This is an optimization exercise on Yosys and OpenROAD, whose aim is small area, not a production implementation. Where RTL was checked, it was by simulation tests only, not by an equivalence proof against the original. For runs 3 and 4, only the layout was checked, not whether the RTL still works.

==> flow/design.v <==
module muldiv #(parameter LA = 8, parameter LAMIN = 8) (
    input  wire        mode,    
    input  wire [15:0] a,
    input  wire [15:0] b,
    output wire [31:0] prod,
    output wire [15:0] quo
);
  wire [15:0] x = mode ? a : ~b;
  wire [15:0] row [0:16];
  wire [15:0] tbits, cbits;
  wire [15:0] bz;
  assign bz[15] = 1'b1;
  genvar s, j;
  generate
    for (s = 14; s >= 0; s = s - 1) begin : g_bz
      assign bz[s] = bz[s+1] & ~b[s+1];
    end
  endgenerate
  assign row[0] = 16'h0000;
  generate
    for (s = 0; s < 16; s = s + 1) begin : g_row
      wire g = b[15-s] | ~mode;
      wire [16:0] c;
      wire [15:0] xin, sm, o;
      assign c[0] = ~mode;
      assign xin[0] = a[15-s] & ~mode;
      for (j = 1; j < 16; j = j + 1) begin : g_in
        assign xin[j] = row[s][j-1];
      end
      for (j = 0; j < 16; j = j + 1) begin : g_cell
        wire op = x[j] & g;
        if (s == 0 && j > 0) begin : g_s0
          assign sm[j] = op;
        end else begin : g_s
          assign sm[j] = xin[j] ^ op ^ c[j];
        end
        if (s == 0 && j > 0) begin : g_r0
          assign c[j+1] = 1'b0;
        end else if ((j % LA) == (LA - 1) && j <= s && s >= LAMIN) begin : g_la
          wire [LA-1:0] gg, pp;
          genvar i;
          for (i = 0; i < LA; i = i + 1) begin : g_gp
            assign gg[i] = xin[j-LA+1+i] & x[j-LA+1+i] & g;
            assign pp[i] = xin[j-LA+1+i] | (x[j-LA+1+i] & g);
          end
          reg G;
          integer m;
          always @* begin
            G = 1'b0;
            for (m = 0; m < LA; m = m + 1) G = gg[m] | (pp[m] & G);
          end
          assign c[j+1] = G | ((&pp) & c[j-LA+1]);
        end else begin : g_rc
          assign c[j+1] = (xin[j] & op) | (xin[j] & c[j]) | (op & c[j]);
        end
      end
      wire q = c[s+1] & bz[s];
      assign quo[15-s] = q;
      wire sel = mode | q;
      for (j = 0; j < 16; j = j + 1) begin : g_out
        if (j <= s && s < 15) begin : g_mux
          assign o[j] = sel ? sm[j] : xin[j];
        end else begin : g_nomux
          assign o[j] = sm[j];
        end
      end
      assign row[s+1] = o;
      assign tbits[15-s] = row[s][15];
      assign cbits[15-s] = c[16];
    end
  endgenerate
  assign prod[15:0] = row[16];
  wire [15:0] hk;
  assign hk[0] = 1'b0;
  generate
    for (j = 0; j < 15; j = j + 1) begin : g_hi
      assign prod[16+j] = tbits[j] ^ cbits[j] ^ hk[j];
      assign hk[j+1] = (tbits[j] & cbits[j]) | (tbits[j] & hk[j]) | (cbits[j] & hk[j]);
    end
  endgenerate
  assign prod[31] = hk[15];
endmodule
module ALU (
    input  wire [4:0]  opcode,
    input  wire [15:0] a,           
    input  wire [15:0] b,           
    input  wire [7:0]  imm,         
    input  wire [15:0] flags,       
    input  wire [15:0] input_reg,
    input  wire [15:0] dmem_rdata,
    output reg  [15:0] r0,          
    output reg  [15:0] r1,          
    output reg  [15:0] nf,          
    output reg         fen,         
    output reg         we0,         
    output reg         dbl          
);
  wire [3:0] bp = imm[7:4];
  wire is_sub = (opcode == 5'b00010) | (opcode == 5'b01001);
  wire is_inc = (opcode == 5'b01000);
  wire [15:0] bb = is_inc ? 16'h0000 : (is_sub ? ~b : b);
  wire [16:0] ac;
  wire [15:0] sum;
  assign ac[0] = is_sub | is_inc;
  genvar j;
  generate
    for (j = 0; j < 16; j = j + 1) begin : g_add
      assign sum[j] = a[j] ^ bb[j] ^ ac[j];
      assign ac[j+1] = (a[j] & bb[j]) | (a[j] & ac[j]) | (bb[j] & ac[j]);
    end
  endgenerate
  wire cout = ac[16];
  wire ovf = (a[15] == bb[15]) & (sum[15] ^ a[15]);
  wire [31:0] prod;
  wire [15:0] quo;
  muldiv md (.mode(opcode == 5'b00001), .a(a), .b(b), .prod(prod), .quo(quo));
  wire [15:0] mask = 16'h0001 << bp;
  wire bit_in = input_reg[bp];
  wire bz = (b == 16'h0000);
  reg common;
  wire zero = (r0 == 16'h0000);
  always @* begin
    r0 = a;
    r1 = 16'h0000;
    fen = 1'b0;
    we0 = 1'b0;
    dbl = 1'b0;
    common = 1'b0;
    nf = flags;
    case (opcode)
      5'b11001: begin r0 = sum; fen = 1'b1; we0 = 1'b1; common = 1'b1;
                  nf[0] = cout; nf[1] = ovf; end
      5'b00010: begin r0 = sum; fen = 1'b1; we0 = 1'b1; common = 1'b1;
                  nf[0] = ~cout; nf[1] = ovf; end
      5'b01001: begin r0 = sum; fen = 1'b1; common = 1'b1;
                  nf[0] = ~cout; nf[2] = cout & ~zero; end
      5'b01000: begin r0 = sum; fen = 1'b1; we0 = 1'b1; common = 1'b1;
                  nf[0] = cout; nf[1] = ovf; end
      5'b00001: begin r0 = prod[15:0]; r1 = prod[31:16]; fen = 1'b1; we0 = 1'b1;
                  dbl = 1'b1; nf[0] = 1'b0; end
      5'b00011: begin r0 = quo; fen = 1'b1; we0 = 1'b1; common = ~bz;
                  if (bz) nf[1] = 1'b1; end
      5'b00100: begin r0 = ~a; fen = 1'b1; we0 = 1'b1; common = 1'b1; end
      5'b00101: begin r0 = a & b; fen = 1'b1; we0 = 1'b1; common = 1'b1; end
      5'b00110:  begin r0 = a | b; fen = 1'b1; we0 = 1'b1; common = 1'b1; end
      5'b00111: begin r0 = a ^ b; fen = 1'b1; we0 = 1'b1; common = 1'b1; end
      5'b01010:  begin r0 = {a[0], a[15:1]}; fen = 1'b1; we0 = 1'b1; common = 1'b1; end
      5'b01011:  begin r0 = {a[14:0], a[15]}; fen = 1'b1; we0 = 1'b1; common = 1'b1; end
      5'b01100: begin r0 = a | mask; fen = 1'b1; we0 = 1'b1; common = 1'b1; end
      5'b01101: begin r0 = a & ~mask; fen = 1'b1; we0 = 1'b1; common = 1'b1; end
      5'b01110: begin r0 = a ^ mask; fen = 1'b1; we0 = 1'b1; common = 1'b1; end
      5'b01111: begin fen = 1'b1; nf[bp] = 1'b1; end
      5'b10000: begin fen = 1'b1; nf[bp] = 1'b0; end
      5'b10001: begin fen = 1'b1; nf[bp] = ~flags[bp]; end
      5'b11110: begin fen = 1'b1; nf[4] = bit_in; end
      5'b10110: begin r0 = {a[15:8], imm}; we0 = 1'b1; end
      5'b10111: begin r0 = {imm, a[7:0]}; we0 = 1'b1; end
      5'b11000: begin r0 = a; we0 = 1'b1; end
      5'b10101: begin r0 = a; r1 = b; end
      5'b10100: begin r0 = dmem_rdata; we0 = 1'b1; dbl = 1'b1; end
      5'b11101: begin r0 = input_reg; we0 = 1'b1; end
      default: ;
    endcase
    if (opcode == 5'b00010 || opcode == 5'b01001) nf[3] = zero;
    if (common) begin
      nf[7] = zero;
      nf[6] = r0[15];
      nf[5] = ~^r0;
    end
  end
endmodule
`timescale 1ps/1ps
module pipelined_processor(
  input wire clk,
  input wire rst,
  input wire [15:0] input_reg,
  output reg [15:0] output_reg,
  output wire [10:0] imem_addr,
  input wire [15:0] imem_rdata,
  output wire dmem_re,
  output wire [10:0] dmem_raddr,
  input wire [15:0] dmem_rdata,
  output wire dmem_we,
  output wire [10:0] dmem_waddr,
  output wire [15:0] dmem_wdata
);
  reg [10:0] pc;
  reg [4:0]  opD;         
  reg [10:0] fD;
  reg [4:0]  opE;         
  reg [10:0] fE;
  reg        jmpE;        
  reg [10:0] breg;        
  reg [15:0] T;           
  reg [15:0] U;           
  reg [10:0] fW;          
  reg        weW;         
  reg        dblW;        
  reg        stW;         
  reg        mviW;        
  reg [15:0] W0;          
  reg [15:0] W1;          
  reg        pV;          
  reg [2:0]  pA;
  reg [15:0] pD;
  reg [127:0] rf;        
  reg [7:0]  rfv;         
  assign imem_addr = pc;
  wire jfD = (opD == 5'b10011) & T[fD[7:4]];
  wire holdD = jfD | (opD == 5'b11111);
  wire [10:0] pcinc;
  wire [11:0] ic;
  assign ic[0] = 1'b1;
  genvar k;
  generate
    for (k = 0; k < 11; k = k + 1) begin : g_inc
      assign pcinc[k] = pc[k] ^ ic[k];
      assign ic[k+1] = pc[k] & ic[k];
    end
  endgenerate
  always @(posedge clk or posedge rst) begin
    if (rst) begin
      pc <= 11'd0;
      opD <= 5'd0;
      opE <= 5'd0;
      jmpE <= 1'b0;
    end else begin
      if (!holdD) pc <= jmpE ? breg : pcinc;
      opD <= jmpE ? 5'd0 : imem_rdata[15:11];
      opE <= jmpE ? 5'd0 : opD;
      jmpE <= ~jmpE & jfD;
    end
  end
  always @(posedge clk) begin
    fD <= jmpE ? 11'd0 : imem_rdata[10:0];
    fE <= jmpE ? 11'd0 : fD;
    breg <= fW;
  end
  wire rdsrc = (opE == 5'b01100) | (opE == 5'b01101) | (opE == 5'b01110) |
               (opE == 5'b10110) | (opE == 5'b10111);
  wire [2:0] rs1 = rdsrc ? fE[10:8] : fE[7:5];
  wire [2:0] rs2 = fE[4:2];
  wire [2:0] rdW = mviW ? fW[7:5] : fW[10:8];
  reg [15:0] ra, rb;
  integer i;
  always @* begin
    ra = 16'h0000;
    rb = 16'h0000;
    for (i = 0; i < 8; i = i + 1) begin
      ra = ra | ({16{rfv[i] & (rs1 == i)}} & rf[16*i +: 16]);
      rb = rb | ({16{rfv[i] & (rs2 == i)}} & rf[16*i +: 16]);
    end
  end
  wire [15:0] a = (weW & (rdW == rs1)) ? W0 : ra;
  wire [15:0] b = (weW & (rdW == rs2)) ? W0 : rb;
  assign dmem_re = (opE == 5'b10100);
  assign dmem_raddr = ra[10:0];
  wire [15:0] r0, r1, nf;
  wire fen, we0, dbl;
  ALU alu (
    .opcode(opE), .a(a), .b(b), .imm(fE[7:0]), .flags(U),
    .input_reg(input_reg), .dmem_rdata(dmem_rdata),
    .r0(r0), .r1(r1), .nf(nf), .fen(fen), .we0(we0), .dbl(dbl)
  );
  always @(posedge clk or posedge rst) begin
    if (rst) begin
      T <= 16'h0000;
      weW <= 1'b0;
      dblW <= 1'b0;
      stW <= 1'b0;
      mviW <= 1'b0;
      output_reg <= 16'h0000;
      pV <= 1'b0;
      rfv <= 8'h00;
    end else begin
      if (fen) T <= nf;
      weW <= ~jmpE & we0;
      dblW <= ~jmpE & dbl;
      if (!jmpE) stW <= (opE == 5'b10101);
      mviW <= (opE == 5'b11101);
      if (opE == 5'b11100) output_reg <= a;
      pV <= dblW;
      if (weW) rfv[rdW] <= 1'b1;
      if (pV) rfv[pA] <= 1'b1;
    end
  end
  always @(posedge clk) begin
    U <= T;
    fW <= fE;
    W0[15:11] <= r0[15:11];
    if (!jmpE) begin
      W0[10:0] <= r0[10:0];
      W1 <= r1;
    end
    pA <= rdW + 3'd1;
    pD <= W1;
  end
  wire [7:0] s0 = weW ? (8'h01 << rdW) : 8'h00;
  wire [7:0] s1 = pV ? ((8'h01 << pA) & ~s0) : 8'h00;
  always @(posedge clk) begin
    for (i = 0; i < 8; i = i + 1)
      rf[16*i +: 16] <= ({16{s0[i]}} & W0) | ({16{s1[i]}} & pD) |
                        ({16{~(s0[i] | s1[i])}} & rf[16*i +: 16]);
  end
  assign dmem_we = stW;
  assign dmem_waddr = W0[10:0];
  assign dmem_wdata = W1;
endmodule
==> flow/flow/run.sh <==
#!/bin/bash
set -o pipefail
export BUFFER_PORTS_ARGS="-buffer_cell sky130_fd_sc_hd__buf_1"
export CTS_ARGS="-sink_clustering_enable -repair_clock_nets -dont_use_dummy_load -buf_list sky130_fd_sc_hd__clkbuf_4"
bash standard.sh > standard.log 2>&1
==> flow/standard.sh <==
#!/bin/bash
# synth_recipe.tcl (not shown) runs the flow's synth.tcl, then flattens the netlist and writes it again
# the make line also repeats each setting of config.mk as NAME=value (left out here)
make -C /OpenROAD-flow-scripts/flow DESIGN_CONFIG=/design/flow/config.mk WORK_HOME=/design/flow/orfs CLKGATE_MAP_FILE= SYNTH_SCRIPT=/design/flow/synth_recipe.tcl "${@:-finish}"
==> flow/config.mk <==
export PLATFORM = sky130hd
export DESIGN_NAME = pipelined_processor
export DESIGN_NICKNAME = pipelined_processor
export VERILOG_FILES = /design/flow/design.v
export SDC_FILE = /design/flow/constraint.sdc
export NUM_CORES = 4
export LEC_CHECK = 0
export ABC_AREA = 1
export CAP_MARGIN = 20
export CORE_MARGIN = 2
export CORE_UTILIZATION = 65
export SLEW_MARGIN = 20
==> flow/constraint.sdc <==
create_clock -name core_clock -period 50.0 [get_ports {clk}]
set_input_delay 10.0000 -clock core_clock [delete_from_list [all_inputs] [get_ports {clk}]]
set_output_delay 10.0000 -clock core_clock [all_outputs]
set_load 0.01 [all_outputs]
==> run notes, run 1 <==
GLOBAL ROUTE
---------------------------------------------------------------------------------------
Overflow left after global routing                                                    0
Via count of the first global-routing pass                                       30,521
Total global-route track usage                                                   51.62%
Global-route wire length before repair                                       180,300 um
Number of antenna violations at the first check in global routing                     8
Pin count of the biggest net entering global routing                                 71

SYNTH
---------------------------------------------------------------------------------------
Cell type with the highest aggregate area in the netlist                   sky130_fd_sc_hd__fa_1
Share of Yosys cell area claimed by the top area cell type                       16.62%
Synth Cell Area                                                              28,800 um2
FFs w/ async S/R, synth                                                          21.90%
Post-synth net total                                                              4,343
Flip-flop and latch count after synthesis                                           306
YS warnings                                                                           3
Primary FF master, synth                                                   sky130_fd_sc_hd__dfxtp_1
Top post-synthesis cells by count                                          sky130_fd_sc_hd__nand2_1 (827), sky130_fd_sc_hd__inv_1 (582), sky130_fd_sc_hd__nor2_1 (436)
Yosys cell types                                                                     75
Count of flip-flops with a built-in enable after synthesis                           27
Dominant cell by count in the synthesized netlist                          sky130_fd_sc_hd__nand2_1
Biggest area contributors in the synthesized netlist                       sky130_fd_sc_hd__fa_1 (17%), sky130_fd_sc_hd__dfxtp_1 (15%), sky130_fd_sc_hd__nand2_1 (11%)
Instance count of the mapped netlist                                              3,948
Sequential fraction of the synthesis area                                        23.38%
Mean Syn Cell Area                                                            7.294 um2

TIMING
---------------------------------------------------------------------------------------
Tmin final                                                                     47.97 ns
Sum Neg Setup Slack                                                                0 ns
Number of hold violations in the final report                                         0
Setup Viol. Count Final                                                               0
Final critical-path share of the clock period                                    95.95%
Max transition margin                                                            10.56%
Minimum setup slack in the final design                                        2.027 ns
Worst clock skew                                                              0.1724 ns
Worst Tran Pin Value                                                           1.340 ns
Worst hold slack across all endpoints                                         0.2536 ns
Max-slew violation total from the final report                                        0
Max Clock Freq                                                                20.85 MHz

SETUP PATH
---------------------------------------------------------------------------------------
Cell seen most often among critical-path stages                            sky130_fd_sc_hd__fa_1
Cell family contributing the most delay on the critical path                adder cells
CP Max Fanout                                                                        11
Worst path buffer plus inverter count                                                32
Slack of the worst reg-to-reg path                                              2.03 ns
Arrival time at the worst endpoint                                             48.61 ns
Setup CP Type                                                              flip-flop to flip-flop
Crit path largest cell delay                                                    0.59 ns
Kind of start point of the critical path                                      flip-flop
Required time of the critical path                                             50.64 ns
Cell at the slowest stage of the critical path                             sky130_fd_sc_hd__dfrtp_1
Element type at the critical path end                                         flip-flop

DETAILED ROUTING
---------------------------------------------------------------------------------------
Number of optimization iterations in the first detailed-route pass                    7
Remaining design rule violation count                                                 0
Antenna-violating nets left                                                           0
Avg Vias per Cell                                                                 6.721
Number of violations reported at the end of detailed-routing iteration 0          5,022
Routed via count                                                                 31,334
Detailed Route WL                                                            120,400 um
Routed WL per cell                                                             25.83 um

CELLS AND AREA
---------------------------------------------------------------------------------------
Final core occ                                                                   69.65%
Post-route insts no fill                                                          4,662
Fraction of layout instances using a drive strength above 1                      10.33%
Number of flip-flops in the largest register                                        128
Area added between synthesis and finish                                          6.261%
Most flop-heavy register                                                             rf
Filler cells                                                                      3,730
Final non-filler cell area                                                   30,600 um2
Final net count                                                                   4,463

CLOCK TREE
---------------------------------------------------------------------------------------
Total clock buffers created by CTS                                                   79
Clk buf depth                                                                         3
Insertion delay to the later sink of the worst-skew pair                        0.88 ns
Clock tree from TritonCTS                                                         built
Num Clock Sinks                                                                     306
Clock slew seen by the registers of the worst setup and hold paths              0.07 ns
H-tree Lvls                                                                           3
Clock tree root buffer cell                                                sky130_fd_sc_hd__clkbuf_4

WORST HOLD PATH
---------------------------------------------------------------------------------------
Class of the tightest hold or removal check                                flip-flop to flip-flop

OUTCOME
---------------------------------------------------------------------------------------
Result of the run                                      no timing/DRC/antenna violations

PLACE
---------------------------------------------------------------------------------------
Placed inst area                                                             29,630 um2
Dpl hpwl                                                                      87,220 um
RePlAce Congestion                                                                1.121
Placed cell count                                                                 4,550
I/O Buffers                                                                         116
Post-Place Setup Slack                                                        0.2402 ns

DIE
---------------------------------------------------------------------------------------
FP Rows                                                                              77
Initial standard-cell utilization of the core                                    65.55%
DIE AREA                                                                     46,000 um2
Placeable core area                                                          43,930 um2
Chip height                                                                    214.5 um
Overall die width                                                              214.5 um
I/O pins                                                                            117

RUN
---------------------------------------------------------------------------------------
MaxCap Viol Count                                                                     0

-- routing by layer --
metal	part of all wire (%)	vias up	GRT usage [%]
met5	0.045	-	0
met1	34	14416	62.06
met3	15	902	18.70
met4	9.2	8	37.52
met2	42	2906	76.50
li1	-	13102	-
-- layout by cell type (no fill, tap or decap), drive strengths merged, types with 106 or more instances in the layout --
cell    instances
ha            106
nand3         250
o21ai         275
o221ai        140
fa            239
dfxtp         212
buf           197
nand2         898
inv           610
nor2          469
-- final cells by class --
| class | instances | area, um2 | share of cell area (%) |
|---|---|---|---|
| clock buffers | 79 | 593.1 | 1.938 |
| diodes | 4 | 10.01 | 0.03271 |
| repair inverters | 2 | 10.01 | 0.03271 |
| multi-input cells | 2841 | 18990 | 62.05 |
| inverters | 641 | 2459 | 8.035 |
| well taps | 592 | 740.7 | 2.421 |
| flip-flops and latches | 306 | 6738 | 22.02 |
| repair buffers | 197 | 1064 | 3.476 |
-- cells by family (layout without fill, tap and decap cells) --
logic type / count (synthesis) / in the layout / share of synthesized area (%)
adder cells (fa/ha/maj): 345 / 345 / 21.22
buffers and inverters: 801 / 919 / 11.05
flip-flops: 306 / 306 / 23.38
other: 0 / 4 / 0
AND/OR/NAND/NOR: 1747 / 1747 / 27.03
AO/OA/AOI/OAI: 722 / 722 / 16.49
XOR/XNOR: 27 / 27 / 0.8212
-- worst paths after layout --
| check | startpoint | end | cells after the start |
|---|---|---|---|
| max in group asynchronous | rst | opE[0] | 3 |
| worst min-delay path | fW[9] | breg[9] | 0 |
| min in group asynchronous | rst | pc[5] | 3 |
| worst max-delay path | opE[4] | W1[14] | 235 |
| worst max register to register | opE[4] | W1[14] | 235 |
| worst min register to register | fW[9] | breg[9] | 0 |
-- repair_timing --
item                       in CTS  in global routing
setup endpoints to repair       0                 22
hold buffers                    0                  0
buffers inserted                0                 27
gates resized for setup         0                 40
==> run 2, diff against run 1 <==
--- a/flow/config.mk
+++ b/flow/config.mk
@@ -8,5 +8,5 @@
 export ABC_AREA = 1
 export CAP_MARGIN = 20
 export CORE_MARGIN = 2
-export CORE_UTILIZATION = 65
+export CORE_UTILIZATION = 40
 export SLEW_MARGIN = 20
==> run 2 against run 1 <==
Effect of this change: hold slack improved by 0.0072 ns; clock skew is 0.011 ns lower; critical endpoint unchanged; highest routed layer unchanged.
==> run notes, run 2 <==
TIMING
---------------------------------------------------------------------------------------
Sum Neg Setup Slack                                                                0 ns   unchanged
Worst Tran Pin Value                                                           1.205 ns   -0.1349 ns
Max transition margin                                                            19.57%   +9.0 points
Max-slew violation total from the final report                                        0   unchanged
Number of hold violations in the final report                                         0   unchanged
Worst hold slack across all endpoints                                         0.2608 ns   +0.007215 ns
Minimum setup slack in the final design                                        2.881 ns   +0.8537 ns
Tmin final                                                                     47.12 ns   -0.8537 ns
Worst clock skew                                                              0.1614 ns   -0.01108 ns
Max Clock Freq                                                                21.22 MHz   +1.8%
Setup Viol. Count Final                                                               0   unchanged
Final critical-path share of the clock period                                    94.24%   -1.7 points

SYNTH
---------------------------------------------------------------------------------------
Mean Syn Cell Area                                                            7.294 um2   unchanged
Flip-flop and latch count after synthesis                                           306   unchanged
Biggest area contributors in the synthesized netlist                       sky130_fd_sc_hd__fa_1 (17%), sky130_fd_sc_hd__dfxtp_1 (15%), sky130_fd_sc_hd__nand2_1 (11%)
Cell type with the highest aggregate area in the netlist                   sky130_fd_sc_hd__fa_1
Dominant cell by count in the synthesized netlist                          sky130_fd_sc_hd__nand2_1
Post-synth net total                                                              4,343   unchanged
Top post-synthesis cells by count                                          sky130_fd_sc_hd__nand2_1 (827), sky130_fd_sc_hd__inv_1 (582), sky130_fd_sc_hd__nor2_1 (436)
YS warnings                                                                           3   unchanged
FFs w/ async S/R, synth                                                          21.90%   unchanged
Share of Yosys cell area claimed by the top area cell type                       16.62%   unchanged
Synth Cell Area                                                              28,800 um2   unchanged
Primary FF master, synth                                                   sky130_fd_sc_hd__dfxtp_1
Instance count of the mapped netlist                                              3,948   unchanged
Count of flip-flops with a built-in enable after synthesis                           27   unchanged
Yosys cell types                                                                     75   unchanged
Sequential fraction of the synthesis area                                        23.38%   unchanged

SETUP PATH
---------------------------------------------------------------------------------------
Cell seen most often among critical-path stages                            sky130_fd_sc_hd__fa_1
Required time of the critical path                                             50.66 ns   +0.02 ns
Crit path largest cell delay                                                    0.48 ns   -0.11 ns
Startpoint of the lowest-slack register-to-register path                         opE[2]
Capturing instance or port of the critical path                                  W1[14]
Worst setup startpoint                                                           opE[2]
Slack of the worst reg-to-reg path                                              2.88 ns   +0.85 ns
Reg2Reg Depth                                                                       243   +3.4%
CP Max Fanout                                                                        16   +5
Cell at the slowest stage of the critical path                             sky130_fd_sc_hd__nor2_4
Reg2Reg Capture Point                                                            W1[14]
Arrival time at the worst endpoint                                             47.78 ns   -0.83 ns
Kind of start point of the critical path                                      flip-flop
Element type at the critical path end                                         flip-flop
Setup CP Type                                                              flip-flop to flip-flop

DIE
---------------------------------------------------------------------------------------
I/O pins                                                                            117   unchanged
FP Rows                                                                              98   +27%
Overall die width                                                              272.3 um   +27%
Chip height                                                                    272.3 um   +27%
DIE AREA                                                                     74,150 um2   +61%
Initial standard-cell utilization of the core                                    40.35%   -25 points
Placeable core area                                                          71,360 um2   +62%

GLOBAL ROUTE
---------------------------------------------------------------------------------------
Pin count of the biggest net entering global routing                                 68   -4.2%
Total global-route track usage                                                   33.12%   -19 points
Number of antenna violations at the first check in global routing                     6   -2
Overflow left after global routing                                                    0   unchanged
Global-route wire length before repair                                       183,700 um   +1.9%
Via count of the first global-routing pass                                       28,343   -7.1%

DETAILED ROUTING
---------------------------------------------------------------------------------------
Avg Vias per Cell                                                                 5.859   -13%
Antenna-violating nets left                                                           0   unchanged
Number of violations reported at the end of detailed-routing iteration 0          3,677   -27%
Routed via count                                                                 29,559   -5.7%
Routed WL per cell                                                             24.62 um   -4.7%
Remaining design rule violation count                                                 0   unchanged
Detailed Route WL                                                            124,200 um   +3.2%
Number of optimization iterations in the first detailed-route pass                    9   +2

CLOCK TREE
---------------------------------------------------------------------------------------
Clock slew seen by the registers of the worst setup and hold paths              0.07 ns   about the same
Clock tree from TritonCTS                                                         built
Num Clock Sinks                                                                     306   unchanged
Number of buffers added to fix hold violations after cts                              0   unchanged
H-tree Lvls                                                                           3   unchanged
Insertion delay to the later sink of the worst-skew pair                        0.86 ns   -0.02 ns
Clk buf depth                                                                         3   unchanged
Total clock buffers created by CTS                                                   83   +5.1%
Clock tree root buffer cell                                                sky130_fd_sc_hd__clkbuf_4

PLACE
---------------------------------------------------------------------------------------
RePlAce Congestion                                                                1.029   -8.2%
Post-Place Setup Slack                                                        0.1513 ns   -0.08896 ns
I/O Buffers                                                                         116   unchanged
Dpl hpwl                                                                      91,320 um   +4.7%

WORST HOLD PATH
---------------------------------------------------------------------------------------
Class of the tightest hold or removal check                                flip-flop to flip-flop

CELLS AND AREA
---------------------------------------------------------------------------------------
Filler cells                                                                      7,514   +100%
Final net count                                                                   4,489   +0.58%
Most flop-heavy register                                                             rf
Commonest non-fill, non-tap cell in the layout                             sky130_fd_sc_hd__nand2_1
Number of flip-flops in the largest register                                        128   unchanged
Fraction of layout instances using a drive strength above 1                      10.83%   +0.50 points
Area added between synthesis and finish                                          8.620%
Leading cell types in the layout, fill and taps excluded                   sky130_fd_sc_hd__nand2_1 (818), sky130_fd_sc_hd__inv_1 (575), sky130_fd_sc_hd__nor2_1 (431)
Final core occ                                                                   43.83%   -26 points

OUTCOME
---------------------------------------------------------------------------------------
Result of the run                                      no timing/DRC/antenna violations

RUN
---------------------------------------------------------------------------------------
MaxCap Viol Count                                                                     0   unchanged

-- run 2: cell counts after synthesis --
Identical to the previous run, type by type.
-- run 2: worst min-delay path by stage --
stage / to / from / slack [ns] / cells after the start
after floorplan: breg[0] / fW[0] / 0.31 / 0
after global placement: breg[0] / fW[0] / 0.31 / 0
after detailed placement: breg[0] / fW[0] / 0.31 / 0
after CTS: fE[3] / fD[3] / 0.27 / 2
after global routing: fE[3] / fD[3] / 0.28 / 2
final: fE[3] / fD[3] / 0.26 / 2
-- run 2: through the flow --
stage / instances / instance area, um2
finish: 5045 / 31280
global route: 5043 / 31270
CTS: 5010 / 30860
detailed placement: 4927 / 30230
global placement: 4927 / 30230
floorplan: 3948 / 28800
-- run 2: layout make-up --
cell class | count | area (um2) | area share [%]
Timing Repair Buffer | 218 | 1234 | 3.944
Antenna cell | 3 | 7.507 | 0.02400
Inverter | 641 | 2464 | 7.876
Sequential cell | 306 | 6735 | 21.53
Timing Repair inverter | 3 | 17.52 | 0.05600
Clock buffer | 83 | 623.1 | 1.992
Tap cell | 950 | 1189 | 3.800
Multi-Input combinational cell | 2841 | 19010 | 60.77
-- run 2: logic make-up after synthesis --
kind of cell | share of synthesized area, %
buf+inv | 11.05
xor+xnor | 0.8212
flops | 23.38
simple gates | 27.03
fa+ha+maj | 21.22
compound gates | 16.49
-- run 2: what timing repair did --
action	in CTS	in global routing
setup endpoints to repair	0	21
buffers inserted	0	29
resized for setup	0	42
-- run 2: layer usage --
layer	vias to the layer above	GRT usage (%)	share of wire (%)
li1	13149	-	-
met1	14187	42.76	40
met2	1781	51.62	44
met3	434	7.829	10
met4	8	17.03	5.7
met5	-	0	0.046
-- run 2: worst max-delay path: cells and delay by family, from the launching register on --
family	cells	cell delay (ns)
buffers and inverters	32	2.82
and+or+nand+nor	89	9.78
AOI/OAI and AO/OA	44	5.43
DFF	1	0.46
adders and majority gates	78	28.46
==> run 3, diff against run 2 <==
--- a/flow/design.v
+++ b/flow/design.v
@@ -1,4 +1,4 @@
-module muldiv #(parameter LA = 8, parameter LAMIN = 8) (
+module muldiv #(parameter LA = 8, parameter LAMIN = 11) (
     input  wire        mode,    
     input  wire [15:0] a,
     input  wire [15:0] b,
@@ -82,6 +82,7 @@
 endmodule
 module ALU (
     input  wire [4:0]  opcode,
+    input  wire        mul,         
     input  wire [15:0] a,           
     input  wire [15:0] b,           
     input  wire [7:0]  imm,         
@@ -113,7 +114,7 @@
   wire ovf = (a[15] == bb[15]) & (sum[15] ^ a[15]);
   wire [31:0] prod;
   wire [15:0] quo;
-  muldiv md (.mode(opcode == 5'b00001), .a(a), .b(b), .prod(prod), .quo(quo));
+  muldiv md (.mode(mul), .a(a), .b(b), .prod(prod), .quo(quo));
   wire [15:0] mask = 16'h0001 << bp;
   wire bit_in = input_reg[bp];
   wire bz = (b == 16'h0000);
@@ -190,6 +191,7 @@
   reg [4:0]  opE;         
   reg [10:0] fE;
   reg        jmpE;        
+  reg        mulE;        
   reg [10:0] breg;        
   reg [15:0] T;           
   reg [15:0] U;           
@@ -224,11 +226,13 @@
       opD <= 5'd0;
       opE <= 5'd0;
       jmpE <= 1'b0;
+      mulE <= 1'b0;
     end else begin
       if (!holdD) pc <= jmpE ? breg : pcinc;
       opD <= jmpE ? 5'd0 : imem_rdata[15:11];
       opE <= jmpE ? 5'd0 : opD;
       jmpE <= ~jmpE & jfD;
+      mulE <= ~jmpE & (opD == 5'b00001);
     end
   end
   always @(posedge clk) begin
@@ -258,7 +262,7 @@
   wire [15:0] r0, r1, nf;
   wire fen, we0, dbl;
   ALU alu (
-    .opcode(opE), .a(a), .b(b), .imm(fE[7:0]), .flags(U),
+    .opcode(opE), .mul(mulE), .a(a), .b(b), .imm(fE[7:0]), .flags(U),
     .input_reg(input_reg), .dmem_rdata(dmem_rdata),
     .r0(r0), .r1(r1), .nf(nf), .fen(fen), .we0(we0), .dbl(dbl)
   );
==> run 3 against run 2 <==
Effect of this change: synthesized area fell by 2.1%; die area fell by 2.0%; largest cell class unchanged; highest routed layer unchanged; critical path type unchanged; maximum frequency fell by 1.2%; synthesized cell count fell by 1.6%; setup slack got worse by 0.58 ns; sequential share of layout area fell by 0.21 points; still clean.
==> run notes, run 3 <==
SETUP PATH
---------------------------------------------------------------------------------------
Setup CP Type                                                              flip-flop to flip-flop
Cell at the slowest stage of the critical path                             sky130_fd_sc_hd__fa_2
Worst setup startpoint                                                            fE[3]
Cell family contributing the most delay on the critical path                adder cells
Cell seen most often among critical-path stages                            sky130_fd_sc_hd__fa_2
Worst path buffer plus inverter count                                                36   +13%
Required time of the critical path                                             50.58 ns   -0.08 ns
CP Max Fanout                                                                        14   -2
Arrival time at the worst endpoint                                             48.28 ns   +0.50 ns
Kind of start point of the critical path                                      flip-flop
Crit path largest cell delay                                                    0.45 ns   -0.03 ns
Element type at the critical path end                                         flip-flop
Startpoint of the lowest-slack register-to-register path                          fE[3]

SYNTH
---------------------------------------------------------------------------------------
Share of Yosys cell area claimed by the top area cell type                       17.46%   +0.85 points
FFs w/ async S/R, synth                                                          22.15%   +0.25 points
Cell type with the highest aggregate area in the netlist                   sky130_fd_sc_hd__fa_1
Post-synth net total                                                              4,266   -1.8%
Flip-flop and latch count after synthesis                                           307   +0.33%
Count of flip-flops with a built-in enable after synthesis                           27   unchanged
Instance count of the mapped netlist                                              3,883   -1.6%
Biggest area contributors in the synthesized netlist                       sky130_fd_sc_hd__fa_1 (17%), sky130_fd_sc_hd__dfxtp_1 (15%), sky130_fd_sc_hd__nand2_1 (11%)
Top post-synthesis cells by count                                          sky130_fd_sc_hd__nand2_1 (797), sky130_fd_sc_hd__inv_1 (588), sky130_fd_sc_hd__nor2_1 (457)
Synth Cell Area                                                              28,200 um2   -2.1%
Primary FF master, synth                                                   sky130_fd_sc_hd__dfxtp_1
YS warnings                                                                           3   unchanged
Yosys cell types                                                                     69   -8.0%
Mean Syn Cell Area                                                            7.263 um2   -0.43%
Dominant cell by count in the synthesized netlist                          sky130_fd_sc_hd__nand2_1
Sequential fraction of the synthesis area                                        23.96%   +0.58 points

OUTCOME
---------------------------------------------------------------------------------------
Result of the run                                      no timing/DRC/antenna violations

DIE
---------------------------------------------------------------------------------------
Chip height                                                                    269.5 um   -1.0%
I/O pins                                                                            117   unchanged
FP Rows                                                                              97   -1.0%
Overall die width                                                              269.5 um   -1.0%
Initial standard-cell utilization of the core                                    40.34%   about the same
Placeable core area                                                          69,910 um2   -2.0%
DIE AREA                                                                     72,640 um2   -2.0%

PLACE
---------------------------------------------------------------------------------------
Dpl hpwl                                                                      90,640 um   -0.75%
Placed cell count                                                                 4,946   +0.39%
I/O Buffers                                                                         116   unchanged
RePlAce Congestion                                                                1.050   +2.0%

CELLS AND AREA
---------------------------------------------------------------------------------------
Most flop-heavy register                                                             rf
Final core occ                                                                   45.38%   +1.6 points
Filler cells                                                                      7,336   -2.4%
Area added between synthesis and finish                                          12.50%
Leading cell types in the layout, fill and taps excluded                   sky130_fd_sc_hd__nand2_1 (780), sky130_fd_sc_hd__inv_1 (572), sky130_fd_sc_hd__nor2_1 (448)
Number of flip-flops in the largest register                                        128   unchanged
Fraction of layout instances using a drive strength above 1                      14.64%   +3.8 points
Final net count                                                                   4,504   +0.33%
Commonest non-fill, non-tap cell in the layout                             sky130_fd_sc_hd__nand2_1
Post-route insts no fill                                                          5,060   +0.30%

TIMING
---------------------------------------------------------------------------------------
Worst hold slack across all endpoints                                         0.3094 ns   +0.04862 ns
Sum Neg Setup Slack                                                                0 ns   unchanged
Setup Viol. Count Final                                                               0   unchanged
Max Clock Freq                                                                20.97 MHz   -1.2%
Worst Tran Pin Value                                                           1.297 ns   +0.09156 ns
Number of hold violations in the final report                                         0   unchanged
Max-slew violation total from the final report                                        0   unchanged
Worst clock skew                                                             0.07498 ns   -0.08637 ns
Tmin final                                                                     47.70 ns   +0.5775 ns
Final critical-path share of the clock period                                    95.39%   +1.2 points
Max transition margin                                                            13.34%   -6.2 points

CLOCK TREE
---------------------------------------------------------------------------------------
H-tree Lvls                                                                           3   unchanged
Clock slew seen by the registers of the worst setup and hold paths              0.06 ns   about the same
Insertion delay to the later sink of the worst-skew pair                        0.82 ns   -0.04 ns
Total clock buffers created by CTS                                                   81   -2.4%
Clock tree from TritonCTS                                                         built
Number of buffers added to fix hold violations after cts                              0   unchanged
Clk buf depth                                                                         3   unchanged
Num Clock Sinks                                                                     307   +0.33%
Clock tree root buffer cell                                                sky130_fd_sc_hd__clkbuf_4

DETAILED ROUTING
---------------------------------------------------------------------------------------
Routed WL per cell                                                             24.06 um   -2.3%
Number of optimization iterations in the first detailed-route pass                    8   -1
Number of violations reported at the end of detailed-routing iteration 0          3,599   -2.1%
Detailed Route WL                                                            121,700 um   -2.0%
Avg Vias per Cell                                                                 5.814   -0.78%
Remaining design rule violation count                                                 0   unchanged
Antenna-violating nets left                                                           0   unchanged
Routed via count                                                                 29,417   -0.48%

GLOBAL ROUTE
---------------------------------------------------------------------------------------
Number of antenna violations at the first check in global routing                     6   unchanged
Via count of the first global-routing pass                                       28,608   +0.93%
Overflow left after global routing                                                    0   unchanged
Total global-route track usage                                                   32.83%   -0.28 points
Pin count of the biggest net entering global routing                                 69   +1.5%
Global-route wire length before repair                                       180,400 um   -1.8%

RUN
---------------------------------------------------------------------------------------
MaxCap Viol Count                                                                     0   unchanged

WORST HOLD PATH
---------------------------------------------------------------------------------------
Class of the tightest hold or removal check                                flip-flop to flip-flop
Worst Hold Launch                                                                 fW[3]

==> run 3: cell type report <==
| type | count | area, um2 | area share, % |
|---|---|---|---|
| Tap cell | 940 | 1176 | 3.707 |
| Clock buffer | 81 | 608.1 | 1.917 |
| Sequential cell | 307 | 6764 | 21.32 |
| Inverter | 631 | 2394 | 7.545 |
| Timing Repair Buffer | 318 | 2042 | 6.436 |
| Antenna cell | 1 | 2.502 | 0.007888 |
| Multi-Input combinational cell | 2781 | 18730 | 59.04 |
| Timing Repair inverter | 1 | 7.507 | 0.02366 |
==> run 3: stage by stage <==
step	setup WS [ns]	cell area, um2
after floorplan	2.690	28200
after global placement	0.2350	30400
after detailed placement	-0.7738	30400
after CTS	0.01533	31080
after global routing	-0.1303	31730
final	2.304	31730
==> run 3: final timing paths <==
kind	depth (start not counted)	slack (ns)	to
setup / recovery	247	2.30	W1[14]
hold / removal	0	0.31	breg[3]
setup reg to reg	247	2.30	W1[14]
hold reg to reg	0	0.31	breg[3]
max in group asynchronous	3	39.81	opE[1]
min in group asynchronous	3	9.48	pc[1]
==> run 3: per-layer routing <==
layer / share of wire, % / track usage, % / wire length, um / up-vias
met5: 0.16 / 1.711 / 191 / -
met4: 6.2 / 18.46 / 7535 / 4
met3: 11 / 7.365 / 12860 / 471
met2: 44 / 50.94 / 53720 / 1830
met1: 39 / 42.13 / 47430 / 14033
li1: - / - / - / 13079
==> run 3: cell families (layout without fill, tap and decap cells) <==
family	after synthesis	count (layout)	share of synthesized area [%]
and+or+nand+nor	1742	1743	26.99
buffers and inverters	796	1031	11.17
AOI/OAI and AO/OA	689	689	16.06
adders and majority gates	333	333	21.32
DFF	307	307	23.96
xor gates and xnor gates	15	15	0.4659
muxes	1	1	0.03550
other	0	1	0
==> run 3: worst register-to-register path, delay by kind of cell, from the launching register on <==
kind	cells	cell delay (ns)
compound gates	40	4.63
fa+ha+maj	92	32.53
buf+inv	36	2.61
flops	1	0.31
mux	1	0.16
simple gates	78	7.27
==> run 3: repair_timing <==
item                                    4_1_cts  5_1_grt
cloned                                        0        3
setup buffers                                 4       24
pin swaps                                     3       31
endpoints found under the setup margin        4       22
gates resized for setup                      17      143
==> run 4, diff against run 3 <==
--- a/flow/design.v
+++ b/flow/design.v
@@ -1,4 +1,4 @@
-module muldiv #(parameter LA = 8, parameter LAMIN = 11) (
+module muldiv #(parameter LA = 8, parameter LAMIN = 8) (
     input  wire        mode,    
     input  wire [15:0] a,
     input  wire [15:0] b,
@@ -150,9 +150,9 @@
       5'b01100: begin r0 = a | mask; fen = 1'b1; we0 = 1'b1; common = 1'b1; end
       5'b01101: begin r0 = a & ~mask; fen = 1'b1; we0 = 1'b1; common = 1'b1; end
       5'b01110: begin r0 = a ^ mask; fen = 1'b1; we0 = 1'b1; common = 1'b1; end
-      5'b01111: begin fen = 1'b1; nf[bp] = 1'b1; end
-      5'b10000: begin fen = 1'b1; nf[bp] = 1'b0; end
-      5'b10001: begin fen = 1'b1; nf[bp] = ~flags[bp]; end
+      5'b01111: fen = 1'b1;
+      5'b10000: fen = 1'b1;
+      5'b10001: fen = 1'b1;
       5'b11110: begin fen = 1'b1; nf[4] = bit_in; end
       5'b10110: begin r0 = {a[15:8], imm}; we0 = 1'b1; end
       5'b10111: begin r0 = {imm, a[7:0]}; we0 = 1'b1; end
@@ -162,6 +162,9 @@
       5'b11101: begin r0 = input_reg; we0 = 1'b1; end
       default: ;
     endcase
+    if (opcode == 5'b01111 || opcode == 5'b10000 || opcode == 5'b10001)
+      nf = (flags & ~mask) |
+           (mask & {16{(opcode == 5'b01111) | ((opcode == 5'b10001) & ~flags[bp])}});
     if (opcode == 5'b00010 || opcode == 5'b01001) nf[3] = zero;
     if (common) begin
       nf[7] = zero;
==> flow/flow/run.sh (replaced) <==
#!/bin/bash
set -o pipefail
export BUFFER_PORTS_ARGS="-buffer_cell sky130_fd_sc_hd__buf_1"
export CTS_ARGS="-sink_clustering_enable -repair_clock_nets -dont_use_dummy_load -sink_clustering_size 25 -sink_clustering_max_diameter 80 -buf_list sky130_fd_sc_hd__clkbuf_16"
bash standard.sh > standard.log 2>&1
==> run 4 against run 3 <==
Effect of this change: synthesized cell count shrank 0.95%; setup slack gained 0.40 ns; register-to-register slack gained 0.40 ns; first-iteration DRC count shrank 2.9%; non-clock buffer count shrank 94; critical endpoint unchanged; global-route usage shrank 1.0 points; clock skew grew 0.018 ns; highest routed layer unchanged; synthesized area grew 1.5%.
==> run notes, run 4 <==
OUTCOME
---------------------------------------------------------------------------------------
Result of the run                                      no timing/DRC/antenna violations

SETUP PATH
---------------------------------------------------------------------------------------
Cell family contributing the most delay on the critical path                adder cells
Arrival time at the worst endpoint                                             47.68 ns   -0.60 ns
Cell at the slowest stage of the critical path                             sky130_fd_sc_hd__nand4_2
Kind of start point of the critical path                                      flip-flop
CP Max Fanout                                                                        17   +3
Worst path buffer plus inverter count                                                41   +14%
Setup CP Type                                                              flip-flop to flip-flop
Slack of the worst reg-to-reg path                                              2.70 ns   +0.40 ns
Required time of the critical path                                             50.38 ns   -0.20 ns
Cell seen most often among critical-path stages                            sky130_fd_sc_hd__fa_1
Crit path largest cell delay                                                    0.51 ns   +0.06 ns
Reg2Reg Depth                                                                       251   +1.6%
CP Depth                                                                            251   +1.6%
Element type at the critical path end                                         flip-flop

DETAILED ROUTING
---------------------------------------------------------------------------------------
Number of optimization iterations in the first detailed-route pass                    6   -2
Routed WL per cell                                                             24.48 um   +1.8%
Routed via count                                                                 28,589   -2.8%
Detailed Route WL                                                            119,900 um   -1.5%
Avg Vias per Cell                                                                 5.837   +0.40%
Remaining design rule violation count                                                 0   unchanged
Antenna-violating nets left                                                           0   unchanged
Number of violations reported at the end of detailed-routing iteration 0          3,496   -2.9%

DIE
---------------------------------------------------------------------------------------
FP Rows                                                                              98   +1.0%
Chip height                                                                    271.6 um   +0.76%
Placeable core area                                                          71,240 um2   +1.9%
Initial standard-cell utilization of the core                                    40.19%   -0.15 points
I/O pins                                                                            117   unchanged
Overall die width                                                              271.6 um   +0.76%
DIE AREA                                                                     73,740 um2   +1.5%

PLACE
---------------------------------------------------------------------------------------
Placed cell count                                                                 4,827   -2.4%
Post-Place Setup Slack                                                        0.4952 ns   +1.269 ns
Placed inst area                                                             30,010 um2   -1.3%
Dpl hpwl                                                                      88,820 um   -2.0%
RePlAce Congestion                                                                1.015   -3.3%
I/O Buffers                                                                         116   unchanged

TIMING
---------------------------------------------------------------------------------------
Final critical-path share of the clock period                                    94.60%   -0.80 points
Max Clock Freq                                                                21.14 MHz   +0.84%
Setup Viol. Count Final                                                               0   unchanged
Minimum setup slack in the final design                                        2.702 ns   +0.3989 ns
Worst Tran Pin Value                                                           1.256 ns   -0.04087 ns
Tmin final                                                                     47.30 ns   -0.3989 ns
Number of hold violations in the final report                                         0   unchanged
Max transition margin                                                            16.18%   +2.8 points
Max-slew violation total from the final report                                        0   unchanged
Worst clock skew                                                             0.09312 ns   +0.01813 ns

WORST HOLD PATH
---------------------------------------------------------------------------------------
Class of the tightest hold or removal check                                flip-flop to flip-flop
Cells on Worst Hold Path                                                              0   unchanged

CELLS AND AREA
---------------------------------------------------------------------------------------
Final core occ                                                                   43.86%   -1.5 points
Leading cell types in the layout, fill and taps excluded                   sky130_fd_sc_hd__nand2_1 (753), sky130_fd_sc_hd__inv_1 (565), sky130_fd_sc_hd__nor2_1 (418)
Final non-filler cell area                                                   31,240 um2   -1.5%
Final net count                                                                   4,336   -3.7%
Number of flip-flops in the largest register                                        128   unchanged
Commonest non-fill, non-tap cell in the layout                             sky130_fd_sc_hd__nand2_1
Most flop-heavy register                                                             rf
Fraction of layout instances using a drive strength above 1                      11.53%   -3.1 points
Filler cells                                                                      7,417   +1.1%
Post-route insts no fill                                                          4,898   -3.2%
Area added between synthesis and finish                                          9.110%

GLOBAL ROUTE
---------------------------------------------------------------------------------------
Number of antenna violations at the first check in global routing                     5   -1
Pin count of the biggest net entering global routing                                 69   unchanged
Global-route wire length before repair                                       178,200 um   -1.2%
Via count of the first global-routing pass                                       27,824   -2.7%
Total global-route track usage                                                   31.79%   -1.0 points
Overflow left after global routing                                                    0   unchanged

SYNTH
---------------------------------------------------------------------------------------
Share of Yosys cell area claimed by the top area cell type                       16.71%   -0.75 points
Biggest area contributors in the synthesized netlist                       sky130_fd_sc_hd__fa_1 (17%), sky130_fd_sc_hd__dfxtp_1 (15%), sky130_fd_sc_hd__nand2_1 (10%)
Count of flip-flops with a built-in enable after synthesis                           27   unchanged
Cell type with the highest aggregate area in the netlist                   sky130_fd_sc_hd__fa_1
Sequential fraction of the synthesis area                                        23.60%   -0.36 points
Synth Cell Area                                                              28,630 um2   +1.5%
Flip-flop and latch count after synthesis                                           307   unchanged
Dominant cell by count in the synthesized netlist                          sky130_fd_sc_hd__nand2_1
Primary FF master, synth                                                   sky130_fd_sc_hd__dfxtp_1
Post-synth net total                                                              4,234   -0.75%
Instance count of the mapped netlist                                              3,846   -0.95%
Top post-synthesis cells by count                                          sky130_fd_sc_hd__nand2_1 (764), sky130_fd_sc_hd__inv_1 (576), sky130_fd_sc_hd__nor2_1 (422)
FFs w/ async S/R, synth                                                          22.15%   unchanged
YS warnings                                                                           3   unchanged
Mean Syn Cell Area                                                            7.445 um2   +2.5%
Yosys cell types                                                                     71   +2.9%

CLOCK TREE
---------------------------------------------------------------------------------------
Clock slew seen by the registers of the worst setup and hold paths              0.10 ns   +0.04 ns
Number of buffers added to fix hold violations after cts                              0   unchanged
Clock tree root buffer cell                                                sky130_fd_sc_hd__clkbuf_16
Clock tree from TritonCTS                                                         built
Num Clock Sinks                                                                     307   unchanged
Insertion delay to the later sink of the worst-skew pair                        0.58 ns   -0.24 ns
Total clock buffers created by CTS                                                   22   -73%
Clk buf depth                                                                         3   unchanged
H-tree Lvls                                                                           1   -2

RUN
---------------------------------------------------------------------------------------
MaxCap Viol Count                                                                     0   unchanged

## run 4: timing repair
item	4_1_cts	5_1_grt
buffers inserted	0	44
endpoints found under the hold margin	0	0
setup endpoints to repair	0	24
resized for setup	0	76
## run 4: metrics by stage
step           setup TNS [ns]  hold WS (ns)
3_5_place_dp                0        0.3153
6_report                    0        0.3319
3_3_place_gp                0        0.3111
2_1_floorplan               0        0.3096
5_1_grt              -0.06203        0.3412
4_1_cts                     0        0.3365
## run 4: cell type report
cell class | instances | area, um2 | area share, %
multi-input combinational | 2749 | 18960 | 60.69
tap | 950 | 1189 | 3.804
timing repair inverter | 2 | 12.51 | 0.04005
antenna | 2 | 5.005 | 0.01602
timing repair buffer | 224 | 1287 | 4.121
inverter | 642 | 2474 | 7.917
sequential | 307 | 6764 | 21.65
clock buffer | 22 | 550.5 | 1.762
## run 4: path summary, 6_finish.rpt
kind | startpoint | to
setup reg to reg | fE[4] | W1[14]
setup / recovery | fE[4] | W1[14]
max in group asynchronous | rst | opE[4]
min in group asynchronous | rst | rfv[5]
hold / removal | W1[7] | pD[7]
hold reg to reg | W1[7] | pD[7]
## run 4: worst register-to-register path, delay by kind of cell, from the launching register on
kind	cells	cell delay, ns
adders and majority gates	74	27.06
and+or+nand+nor	78	7.88
buffers and inverters	41	4.02
AOI/OAI and AO/OA	58	7.82
DFF	1	0.38
## run 4: layer usage
metal,wire length (um),vias to the layer above,GRT usage [%],share of wire (%)
li1,-,12747,-,-
met1,47420,13679,41.19,40
met2,52770,1724,49.52,44
met3,12460,431,7.315,10
met4,7195,8,16.40,6.0
met5,56,-,0,0.047
## run 4: logic make-up (layout without fill, tap and decap cells)
group	Yosys count	in the layout	synth area share, %
flops	307	307	23.60
compound gates	707	707	16.67
other cells	0	2	0
xor+xnor	22	22	0.6729
fa+ha+maj	338	338	21.03
buf+inv	791	890	11.11
simple gates	1681	1682	26.92
==> run 5, diff against run 4 <==
--- a/flow/design.v
+++ b/flow/design.v
@@ -82,7 +82,6 @@
 endmodule
 module ALU (
     input  wire [4:0]  opcode,
-    input  wire        mul,         
     input  wire [15:0] a,           
     input  wire [15:0] b,           
     input  wire [7:0]  imm,         
@@ -114,7 +113,7 @@
   wire ovf = (a[15] == bb[15]) & (sum[15] ^ a[15]);
   wire [31:0] prod;
   wire [15:0] quo;
-  muldiv md (.mode(mul), .a(a), .b(b), .prod(prod), .quo(quo));
+  muldiv md (.mode(opcode == 5'b00001), .a(a), .b(b), .prod(prod), .quo(quo));
   wire [15:0] mask = 16'h0001 << bp;
   wire bit_in = input_reg[bp];
   wire bz = (b == 16'h0000);
@@ -194,7 +193,6 @@
   reg [4:0]  opE;         
   reg [10:0] fE;
   reg        jmpE;        
-  reg        mulE;        
   reg [10:0] breg;        
   reg [15:0] T;           
   reg [15:0] U;           
@@ -229,13 +227,11 @@
       opD <= 5'd0;
       opE <= 5'd0;
       jmpE <= 1'b0;
-      mulE <= 1'b0;
     end else begin
       if (!holdD) pc <= jmpE ? breg : pcinc;
       opD <= jmpE ? 5'd0 : imem_rdata[15:11];
       opE <= jmpE ? 5'd0 : opD;
       jmpE <= ~jmpE & jfD;
-      mulE <= ~jmpE & (opD == 5'b00001);
     end
   end
   always @(posedge clk) begin
@@ -265,7 +261,7 @@
   wire [15:0] r0, r1, nf;
   wire fen, we0, dbl;
   ALU alu (
-    .opcode(opE), .mul(mulE), .a(a), .b(b), .imm(fE[7:0]), .flags(U),
+    .opcode(opE), .a(a), .b(b), .imm(fE[7:0]), .flags(U),
     .input_reg(input_reg), .dmem_rdata(dmem_rdata),
     .r0(r0), .r1(r1), .nf(nf), .fen(fen), .we0(we0), .dbl(dbl)
   );
--- a/flow/config.mk
+++ b/flow/config.mk
@@ -8,5 +8,5 @@
 export ABC_AREA = 1
 export CAP_MARGIN = 20
 export CORE_MARGIN = 2
-export CORE_UTILIZATION = 40
+export CORE_UTILIZATION = 55
 export SLEW_MARGIN = 20
==> run 5 against run 4 <==
Effect of this change: maximum frequency shrank 0.33%; global-route usage increased by 12 points; non-clock buffer count shrank 17; design area fell by 2.4%; wire length down 0.27%; die area down 27%; setup slack worse by 0.16 ns; cell count shrank 5.3%; sequential share of layout area up 0.49 points; highest routed layer unchanged.
==> run notes, run 5 <==
OUTCOME
---------------------------------------------------------------------------------------
Result of the run                                      no timing/DRC/antenna violations

SETUP PATH
---------------------------------------------------------------------------------------
CP Max Fanout                                                                        15   -2
Crit path largest cell delay                                                    0.50 ns   about the same
Cell family contributing the most delay on the critical path                adder cells
Required time of the critical path                                             50.38 ns   about the same
Cell seen most often among critical-path stages                            sky130_fd_sc_hd__fa_1
Worst path buffer plus inverter count                                                32   -22%
Element type at the critical path end                                         flip-flop
Slack of the worst reg-to-reg path                                              2.55 ns   -0.16 ns
Startpoint of the lowest-slack register-to-register path                          fE[3]
Arrival time at the worst endpoint                                             47.83 ns   +0.15 ns
Cell at the slowest stage of the critical path                             sky130_fd_sc_hd__fa_1
Setup CP Type                                                              flip-flop to flip-flop
Reg2Reg Capture Point                                                            W1[14]
Reg2Reg Depth                                                                       238   -5.2%
Kind of start point of the critical path                                      flip-flop

WORST HOLD PATH
---------------------------------------------------------------------------------------
Sink of the worst hold path                                                     breg[0]
Worst Hold Launch                                                                 fW[0]
Cells on Worst Hold Path                                                              0   unchanged
Class of the tightest hold or removal check                                flip-flop to flip-flop

CELLS AND AREA
---------------------------------------------------------------------------------------
Area added between synthesis and finish                                          6.700%
Leading cell types in the layout, fill and taps excluded                   sky130_fd_sc_hd__nand2_1 (832), sky130_fd_sc_hd__inv_1 (583), sky130_fd_sc_hd__nor2_1 (425)
Fraction of layout instances using a drive strength above 1                      9.833%   -1.7 points
Commonest non-fill, non-tap cell in the layout                             sky130_fd_sc_hd__nand2_1
Most flop-heavy register                                                             rf
Filler cells                                                                      4,904   -34%
Number of flip-flops in the largest register                                        128   unchanged
Final net count                                                                   4,346   +0.23%

CLOCK TREE
---------------------------------------------------------------------------------------
Total clock buffers created by CTS                                                   16   -27%
Clock tree root buffer cell                                                sky130_fd_sc_hd__clkbuf_16
Num Clock Sinks                                                                     306   -0.33%
Number of buffers added to fix hold violations after cts                              0   unchanged
Insertion delay to the later sink of the worst-skew pair                        0.54 ns   -0.04 ns
H-tree Lvls                                                                           1   unchanged
Clock tree from TritonCTS                                                         built
Clock slew seen by the registers of the worst setup and hold paths              0.10 ns   about the same
Clk buf depth                                                                         3   unchanged

TIMING
---------------------------------------------------------------------------------------
Worst Tran Pin Value                                                           1.167 ns   -0.08912 ns
Number of hold violations in the final report                                         0   unchanged
Worst clock skew                                                             0.05171 ns   -0.04141 ns
Tmin final                                                                     47.45 ns   +0.1553 ns
Max transition margin                                                            22.13%   +5.9 points
Minimum setup slack in the final design                                        2.547 ns   -0.1553 ns
Max Clock Freq                                                                21.07 MHz   -0.33%
Max-slew violation total from the final report                                        0   unchanged
Final critical-path share of the clock period                                    94.91%   +0.31 points
Setup Viol. Count Final                                                               0   unchanged
Worst hold slack across all endpoints                                         0.3358 ns   +0.003966 ns

DETAILED ROUTING
---------------------------------------------------------------------------------------
Routed via count                                                                 29,451   +3.0%
Routed WL per cell                                                             25.78 um   +5.3%
Avg Vias per Cell                                                                 6.349   +8.8%
Antenna-violating nets left                                                           0   unchanged
Detailed Route WL                                                            119,600 um   -0.27%
Remaining design rule violation count                                                 0   unchanged
Number of violations reported at the end of detailed-routing iteration 0          3,996   +14%
Number of optimization iterations in the first detailed-route pass                    9   +3

PLACE
---------------------------------------------------------------------------------------
RePlAce Congestion                                                                1.095   +7.8%
Dpl hpwl                                                                      87,710 um   -1.3%
I/O Buffers                                                                         116   unchanged
Post-Place Setup Slack                                                        0.1674 ns   -0.3277 ns

SYNTH
---------------------------------------------------------------------------------------
Flip-flop and latch count after synthesis                                           306   -0.33%
Dominant cell by count in the synthesized netlist                          sky130_fd_sc_hd__nand2_1
Instance count of the mapped netlist                                              3,889   +1.1%
Top post-synthesis cells by count                                          sky130_fd_sc_hd__nand2_1 (846), sky130_fd_sc_hd__inv_1 (590), sky130_fd_sc_hd__nor2_1 (434)
Synth Cell Area                                                              28,570 um2   -0.23%
Share of Yosys cell area claimed by the top area cell type                       16.75%   +0.038 points
Sequential fraction of the synthesis area                                        23.56%   -0.034 points
Biggest area contributors in the synthesized netlist                       sky130_fd_sc_hd__fa_1 (17%), sky130_fd_sc_hd__dfxtp_1 (15%), sky130_fd_sc_hd__nand2_1 (11%)
FFs w/ async S/R, synth                                                          21.90%   -0.25 points
Post-synth net total                                                              4,277   +1.0%
Count of flip-flops with a built-in enable after synthesis                           27   unchanged
Cell type with the highest aggregate area in the netlist                   sky130_fd_sc_hd__fa_1
Yosys cell types                                                                     72   +1.4%
Mean Syn Cell Area                                                            7.346 um2   -1.3%
Primary FF master, synth                                                   sky130_fd_sc_hd__dfxtp_1
YS warnings                                                                           3   unchanged

DIE
---------------------------------------------------------------------------------------
Chip height                                                                    231.9 um   -15%
FP Rows                                                                              83   -15%
Placeable core area                                                          51,300 um2   -28%
Overall die width                                                              231.9 um   -15%
I/O pins                                                                            117   unchanged
DIE AREA                                                                     53,780 um2   -27%
Initial standard-cell utilization of the core                                    55.69%   +15 points

RUN
---------------------------------------------------------------------------------------
MaxCap Viol Count                                                                     0   unchanged

GLOBAL ROUTE
---------------------------------------------------------------------------------------
Number of antenna violations at the first check in global routing                     4   -1
Overflow left after global routing                                                    0   unchanged
Total global-route track usage                                                   43.78%   +12 points
Via count of the first global-routing pass                                       28,575   +2.7%
Pin count of the biggest net entering global routing                                 68   -1.4%
Global-route wire length before repair                                       176,400 um   -0.96%

[run 5: layout make-up]
| cell class | instances | area [um2] | share of cell area (%) |
|---|---|---|---|
| clock buffer | 16 | 400.4 | 1.313 |
| inverter | 640 | 2455 | 8.053 |
| timing repair inverter | 2 | 10.01 | 0.03284 |
| timing repair buffer | 207 | 1129 | 3.702 |
| multi-input combinational | 2785 | 18880 | 61.94 |
| tap | 680 | 850.8 | 2.791 |
| antenna | 3 | 7.507 | 0.02463 |
| sequential | 306 | 6749 | 22.14 |
[run 5: cells by family (layout without fill, tap and decap cells)]
kind of cell	count (synthesis)	after routing	share of synthesized area (%)
simple gates	1738	1739	26.86
buf+inv	799	865	11.21
compound gates	683	683	16.44
fa+ha+maj	338	338	21.08
flops	306	306	23.56
xor+xnor	25	25	0.8453
other cells	0	3	0
[run 5: how the worst max path moves through the flow]
stage                start  endpoint  slack, ns  cells past startpoint
floorplan           opE[4]    W1[14]       7.34                    228
global placement     fE[4]    W1[14]       1.80                    237
detailed placement   fE[4]    W1[14]       0.17                    234
CTS                  fE[4]    W1[14]       0.01                    234
global route          mviW    W1[14]      -0.06                    246
finish               fE[3]    W1[14]       2.55                    238
[run 5: stage by stage]
stage | setup TNS, ns | cells | instance area, um2 | utilization, %
4_1_cts | 0 | 4606 | 29970 | 58.42
3_5_place_dp | 0 | 4590 | 29570 | 57.64
3_3_place_gp | 0 | 4590 | 29570 | 57.63
2_1_floorplan | 0 | 3889 | 28570 | -
5_1_grt | -0.06282 | 4636 | 30480 | 59.41
6_report | 0 | 4639 | 30480 | 59.42
[run 5: what timing repair did]
action	4_1_cts	5_1_grt
setup endpoints to repair	0	26
setup buffers	0	26
endpoints found under the hold margin	0	0
resized for setup	0	72
[run 5: routing by layer]
metal	share of wire [%]	track usage (%)	vias up
met5	0.0092	0	-
met4	8.9	30.39	2
met3	12	10.09	621
met2	44	68.47	2173
met1	36	53.57	13916
li1	-	-	12739

-- static timing again, ports no longer ideal --
The results above use ideal ports. As a check the final layouts listed here were re-extracted and re-timed, cells and wires unchanged.
Step 1, drivers: a clkbuf_16 drives clk and a buf_2 each remaining input, both assumed.
Step 2, shift: input delay + t, output delay - t, t = (earliest + latest rising clock arrival at the registers) / 2. This alone moves slack from input paths to output paths.
Slacks: ideal / step 1 / step 2; pairs: ideal / step 1.
run	t, ns	slack for setup (ns)	hold WS [ns]	latest minus earliest clock arrival (ns)	pins driven straight from the clock port
run 1	0.853	2.027 / 2.027 / 2.027	0.254 / 0.254 / 0.254	0.172 / 0.173	1
run 2	0.838	2.881 / 2.881 / 2.881	0.261 / 0.261 / 0.261	0.162 / 0.162	1
run 3	0.843	2.304 / 2.304 / 2.304	0.309 / 0.309 / 0.309	0.075 / 0.075	1
run 4	0.598	2.702 / 2.702 / 2.702	0.332 / 0.332 / 0.332	0.093 / 0.093	1
run 5	0.581	2.547 / 2.547 / 2.547	0.336 / 0.336 / 0.336	0.053 / 0.053	1
After both steps every run listed still meets setup and hold.
